This is an optimization exercise on Yosys and OpenROAD, whose aim is small area, not a production implementation.
Only simulation tests tie the RTL to the original design; equivalence was not proved.
Power figures rest on the tool's default switching activity, not on a simulated workload.

===== design/flow/config.mk =====
export PLATFORM = sky130hd
export DESIGN_NAME = AXI_LITE_PROJ
export DESIGN_NICKNAME = AXI_LITE_PROJ
export VERILOG_FILES = /design/flow/design.v
export SDC_FILE = /design/flow/constraint.sdc
export NUM_CORES = 4
export LEC_CHECK = 0
export CAP_MARGIN = 20
export CORE_MARGIN = 2
export CORE_UTILIZATION = 40
export PLACE_DENSITY = 0.6
export SLEW_MARGIN = 20

===== design/flow/constraint.sdc =====
create_clock -name core_clock -period 10.0 [get_ports {clk}]
set_input_delay 2.0000 -clock core_clock [delete_from_list [all_inputs] [get_ports {clk}]]
set_output_delay 2.0000 -clock core_clock [all_outputs]
set_load 0.01 [all_outputs]

===== design/flow/design.v =====
module AXI_LITE_PROJ #(
    parameter   ADDRESS     =   32,
    parameter   DATA_WIDTH  =   32
)
(
    input                   clk,
    input                   reset_n,
    input      [31:0]       C_ADRR,
    input      [31:0]       C_DATA,
    input                   C_VALID,
    input                   C_VALID_R,
    input      [31:0]       C_ADRR_R,
    output reg [31:0]       C_DATA_READ,
    input      [3:0 ]       C_STRB,
    output reg              READY_S
);
    reg  [31:0] mem [0:7];
    reg  [2:0]  w_cnt;       
    reg  [4:0]  w_addr;      
    reg  [3:0]  w_en;        
    reg  [31:0] w_data;      
    wire        w_hi_zero = ~|C_ADRR[31:5];
    wire        w_hi_ones = &C_ADRR[31:5];
    wire [3:0]  w_ovf;
    assign w_ovf[0] = 1'b0;
    assign w_ovf[1] = &C_ADRR[4:0];
    assign w_ovf[2] = &C_ADRR[4:1];
    assign w_ovf[3] = &C_ADRR[4:2] & (C_ADRR[1] | C_ADRR[0]);
    wire [3:0]  w_inr = ({4{w_hi_zero}} & ~w_ovf) | ({4{w_hi_ones}} & w_ovf);
    wire        w_load   = C_VALID & reset_n;
    wire        w_rotate = (w_cnt != 3'd0) & (w_cnt <= {1'b0, w_addr[1:0]});
    always @(posedge clk) begin
        if (!reset_n)
            w_cnt <= 3'd0;
        else if (C_VALID)
            w_cnt <= 3'd1;
        else if (w_cnt == 3'd6)
            w_cnt <= 3'd0;
        else if (w_cnt != 3'd0)
            w_cnt <= w_cnt + 3'd1;
    end
    always @(posedge clk) begin
        if (C_VALID) begin
            w_addr <= C_ADRR[4:0];
            w_en   <= C_STRB & w_inr;
        end
    end
    always @(posedge clk) begin
        if (C_VALID)
            w_data <= C_DATA;
        else if (w_rotate)
            w_data <= {w_data[23:0], w_data[31:24]};
    end
    wire        w_commit = (w_cnt == 3'd6);
    wire [2:0]  w_word   = w_addr[4:2];
    wire [2:0]  w_word1  = w_addr[4:2] + 3'd1;
    genvar k, l;
    generate
        for (l = 0; l < 4; l = l + 1) begin : wlane
            wire       lo    = (l < w_addr[1:0]);
            wire [2:0] word  = lo ? w_word1 : w_word;
            wire       en    = w_commit & w_en[(l - w_addr[1:0]) & 2'd3];
            for (k = 0; k < 8; k = k + 1) begin : wword
                always @(posedge clk)
                    if (en && word == k)
                        mem[k][8*l +: 8] <= w_data[8*l +: 8];
            end
        end
    endgenerate
    always @(posedge clk) begin
        if (!reset_n)
            READY_S <= 1'b0;
        else if (w_cnt == 3'd5)
            READY_S <= 1'b1;
    end
    reg  [2:0]  r_cnt;       
    reg  [4:0]  r_addr;      
    reg         r_wrap;      
    wire        r_hi_zero = ~|C_ADRR_R[31:5];
    wire        r_hi_ones = &C_ADRR_R[31:5];
    always @(posedge clk) begin
        if (!reset_n)
            r_cnt <= 3'd0;
        else if (C_VALID_R)
            r_cnt <= 3'd1;
        else if (r_cnt == 3'd5)
            r_cnt <= 3'd0;
        else if (r_cnt != 3'd0)
            r_cnt <= r_cnt + 3'd1;
    end
    always @(posedge clk) begin
        if (C_VALID_R) begin
            r_addr <= (r_hi_zero | r_hi_ones) ? C_ADRR_R[4:0] : 5'd0;
            r_wrap <= ~r_hi_zero;
        end
    end
    wire [3:0]  r_ovf;
    assign r_ovf[0] = 1'b0;
    assign r_ovf[1] = &r_addr[4:0];
    assign r_ovf[2] = &r_addr[4:1];
    assign r_ovf[3] = &r_addr[4:2] & (r_addr[1] | r_addr[0]);
    wire [3:0]  r_inr = r_wrap ? r_ovf : ~r_ovf;
    wire [2:0]  r_word  = r_addr[4:2];
    wire [2:0]  r_word1 = r_addr[4:2] + 3'd1;
    wire [31:0] r_lane;
    generate
        for (l = 0; l < 4; l = l + 1) begin : rlane
            wire       lo   = (l < r_addr[1:0]);
            wire [2:0] word = lo ? r_word1 : r_word;
            wire [31:0] w   = mem[word];
            assign r_lane[8*l +: 8] = w[8*l +: 8];
        end
    endgenerate
    wire [31:0] r_data;
    generate
        for (k = 0; k < 4; k = k + 1) begin : rbyte
            wire [1:0] lane = r_addr[1:0] + k;
            assign r_data[8*k +: 8] = r_inr[k] ? r_lane[8*lane +: 8] : 8'd0;
        end
    endgenerate
    always @(posedge clk) begin
        if (!reset_n)
            C_DATA_READ <= 32'd0;
        else if (r_cnt == 3'd5)
            C_DATA_READ <= r_data;
    end
endmodule

===== design/flow/run.sh =====
#!/bin/bash
# synth_recipe.tcl (not shown) runs the flow's synth.tcl, then flattens the netlist and writes it again
# the make line also repeats each setting of config.mk as NAME=value (left out here)
make -C /OpenROAD-flow-scripts/flow DESIGN_CONFIG=/design/flow/config.mk WORK_HOME=/design/flow/orfs CLKGATE_MAP_FILE= SYNTH_SCRIPT=/design/flow/synth_recipe.tcl finish

==> impl_metrics.toml <==
[run_status]
status = "timing/DRC/antenna clean"

[die]
ios = 137
dieArea_um2 = 39600
core_area_um2 = 37600
start_util_pct = 40.5
rows = 71
die_w_um = 199
die_y_um = 199

[clock_tree]
clk_latency_ns = 0.53
htreeDepth = 2
clock-sinks = 342
cts_hold_buf = 0
cts_resized = 0
clockBufferDepth = 3
cts_made_buffers = 38
cts_root_buf = "clkbuf_16"
clkTransAtPathRegs_ns = 0.06
cts_tree = "done"
postCtsSetupRepairBufs = 0

[pwr]
fin_total_pwr_mw = 3.41
p_leak_nw = 6.10
ir_drop_uv = 88.7
p_per_area_nw_per_um2 = 186

[worst_setup_path]
cp_max_fo = 18
max_stage_delay_ns = 0.78
worstSetupStartpoint = "r_addr[1]"
endpoint_kind = "flop"
critPathSlowestCell = "edfxtp_1"
r2r_end = "C_DATA_READ[17]"
crit_top_cell = "o21ai_0"
reg2reg_from = "r_addr[1]"
cp_data_required_time_ns = 10.39
startpoint_type = "flop"
critical_path.endpoint = "C_DATA_READ[17]"
path_cells = "inv_1 > ha_1 > nand2b_1 > nand2_1 > o21ai_0 > a222oi_1 > o32ai_1 > a22oi_1 > o21ai_0"
ff2ff_path_depth = 9
path_class = "flop to flop"
r2r_setup_slack_ns = 6.12
crit_arrival_ns = 4.28

[route]
drtIter0Drc = 1014
wl_per_cell_um = 23.4
ant_nets = 0
drc = 0
wl_um = 42000
dr.pass1.iters = 7
vias = 10300
vias_per_cell = 5.73

[timing]
fin_skew_ns = 0.0241
hold_viol = 0
tightest_slew_ns = 1.02
grt_setup_unrepaired = "false"
period_share_pct = 38.8
fmax_mhz = 257
finalCriticalPeriod_ns = 3.88
timing.setup.tns_ns = 0
maxSlewViolCount = 0
hold_ws_ns = 0.490
slew_headroom_pct = 31.4
finalSetupViolations = 0

[yosys]
async_flop_share_pct = 0
synth_nets = 1253
yosysSeqAreaShare_pct = 64.9
synth_ff_type = "edfxtp_1"
synth.avg_cell_area_um2 = 13.6
synth_edf_count = 303
syn_area_um2 = 15200
ys_ff_latch = 342
syn_inst = 1122
yosysWarningCount = 2
ys_types = 82

[run]
timing.max_cap.violations = 0

[final_layout]
final_cell_mix = "edfxtp_1, clkdlybuf4s50_1, nand2_1"
layout-drive-gt1-share_pct = 11.5
layout_commonest_cell = "edfxtp_1"
final_core_util_pct = 48.7
fillCellCount = 3327
syn_to_final_growth_pct = 20.2
antenna_cells = 0
final_nets = 1388

[global_route]
grt_pass1_wl_um = 61600
grt_max_degree = 45
gr-total-overflow = 0
first_global_vias = 9956
grt.total_usage_pct = 21.2
antenna_found_initial = 0

[placement]
port_buffers = 136
gp_congestion = 0.893
dp_hpwl_um = 29300

[hold_path]
hold_class = "flop to flop"
synth_stat cells (all sizes together) (5+ instances only):
| cell type | n | area, um2 |
|---|---|---|
| nor4 | 13 | 81.3 |
| o221ai | 5 | 43.8 |
| o32ai | 11 | 104 |
| mux2 | 53 | 597 |
| nand4 | 23 | 144 |
| nor3b | 5 | 37.5 |
| o211ai | 12 | 90.1 |
| o21ai | 64 | 320 |
| dfxtp | 39 | 781 |
| a31oi | 13 | 81.3 |
| nor2b | 10 | 62.6 |
| o31ai | 5 | 37.5 |
| ha | 27 | 338 |
| buf | 31 | 198 |
| inv | 19 | 71.3 |
| a21o | 5 | 37.5 |
| a222oi | 12 | 120 |
| a22oi | 23 | 173 |
| o22ai | 6 | 37.5 |
| clkbuf | 25 | 93.8 |
| or2 | 7 | 46.3 |
| a22o | 5 | 43.8 |
| edfxtp | 303 | 9100 |
| nor2 | 68 | 258 |
| mux4 | 9 | 203 |
| nor3 | 22 | 110 |
| mux2i | 37 | 370 |
| a21oi | 48 | 244 |
| and2 | 15 | 93.8 |
| nand2b | 5 | 31.3 |
| and3 | 17 | 106 |
| a211oi | 10 | 85.1 |
| nand3 | 31 | 160 |
| a221oi | 9 | 85.1 |
| nand2 | 77 | 299 |
| or3 | 5 | 31.3 |
worst max-delay path: cells and delay by family (launching register included):
kind	cells	cell delay (ns)
compound gates	5	1.41
simple gates	2	0.81
flops	1	0.78
fa+ha+maj	1	0.49
buf+inv	1	0.23
stage by stage:
step                      area [um2]  worst slack, ns  cells
after global routing           18300             5.88   1796
after CTS                      18300             6.14   1796
after floorplan                15200             6.30   1122
final                          18300             6.12   1796
after global placement         17000             5.91   1728
after detailed placement       17000             5.84   1728
cells by family after synthesis:
family	share of synthesized area (%)
AOI/OAI and AO/OA	11.7
and+or+nand+nor	10.4
xor gates and xnor gates	0.625
buffers and inverters	2.41
muxes	7.69
adders and majority gates	2.22
DFF	64.9
worst min-delay path by stage:
stage | to | from | slack (ns) | depth (start not counted)
after global routing | C_DATA_READ[2] | C_DATA_READ[2] | 0.51 | 2
after global placement | READY_S | READY_S | 0.49 | 2
after floorplan | C_DATA_READ[18] | C_DATA_READ[18] | 0.46 | 2
final | READY_S | READY_S | 0.49 | 2
after detailed placement | READY_S | READY_S | 0.48 | 2
after CTS | C_DATA_READ[2] | C_DATA_READ[2] | 0.50 | 2
power by group:
part | internal (mW) | total (mW) | switching [mW]
Combinational | 0.137 | 0.332 | 0.195
Clock | 0.850 | 1.40 | 0.552
Sequential | 1.61 | 1.68 | 0.0652
Total | 2.60 | 3.41 | 0.812
flip-flops by register name, indices dropped and copies added, names as in the netlist:
register,cells
r_wrap,1
w_cnt,3
w_addr,5
w_data,32
mem,256
C_DATA_READ,32
READY_S,1
w_en,4
r_cnt,3
r_addr,5
area by class of cell:
cell class	count	area [um2]	area share, %
clock inverters	16	178	0.972
flip-flops and latches	342	9880	54.0
clock buffers	52	1070	5.84
repair buffers	151	1470	8.03
inverters	20	75.1	0.411
multi-input cells	704	4980	27.2
well taps	511	639	3.50
routing by layer:
layer	GRT usage, %	share of wire (%)
met4	7.55	3.3
met5	0	0
met3	3.03	6.6
met1	29.8	44
met2	33.5	46

==> what the ideal ports hide <==
No port has a modelled driver above. Below, the same layout with a new extraction and two added sets of constraints.
Step 1, drivers: a clkbuf_16 drives clk and a buf_2 each remaining input, both assumed.
Step 2 times the ports against the registers' clock, not the clock port: input delays grow and output delays shrink by t, the midpoint of the rising clock arrivals with the driver on.
a / b / c = ideal / step 1 / step 2; a / b = the first two.
shift t [ns]: 0.567
slack for setup (ns): 6.116 / 6.116 / 5.798
worst setup path after step 2: input to register
clock arrival spread, ns: 0.025 / 0.025
worst slew at a driven data input, ns: 0.05
After both steps this run still meets setup and hold. For this run, drivers alone change the setup slack by 0.000 ns; drivers and shift together by -0.318 ns.
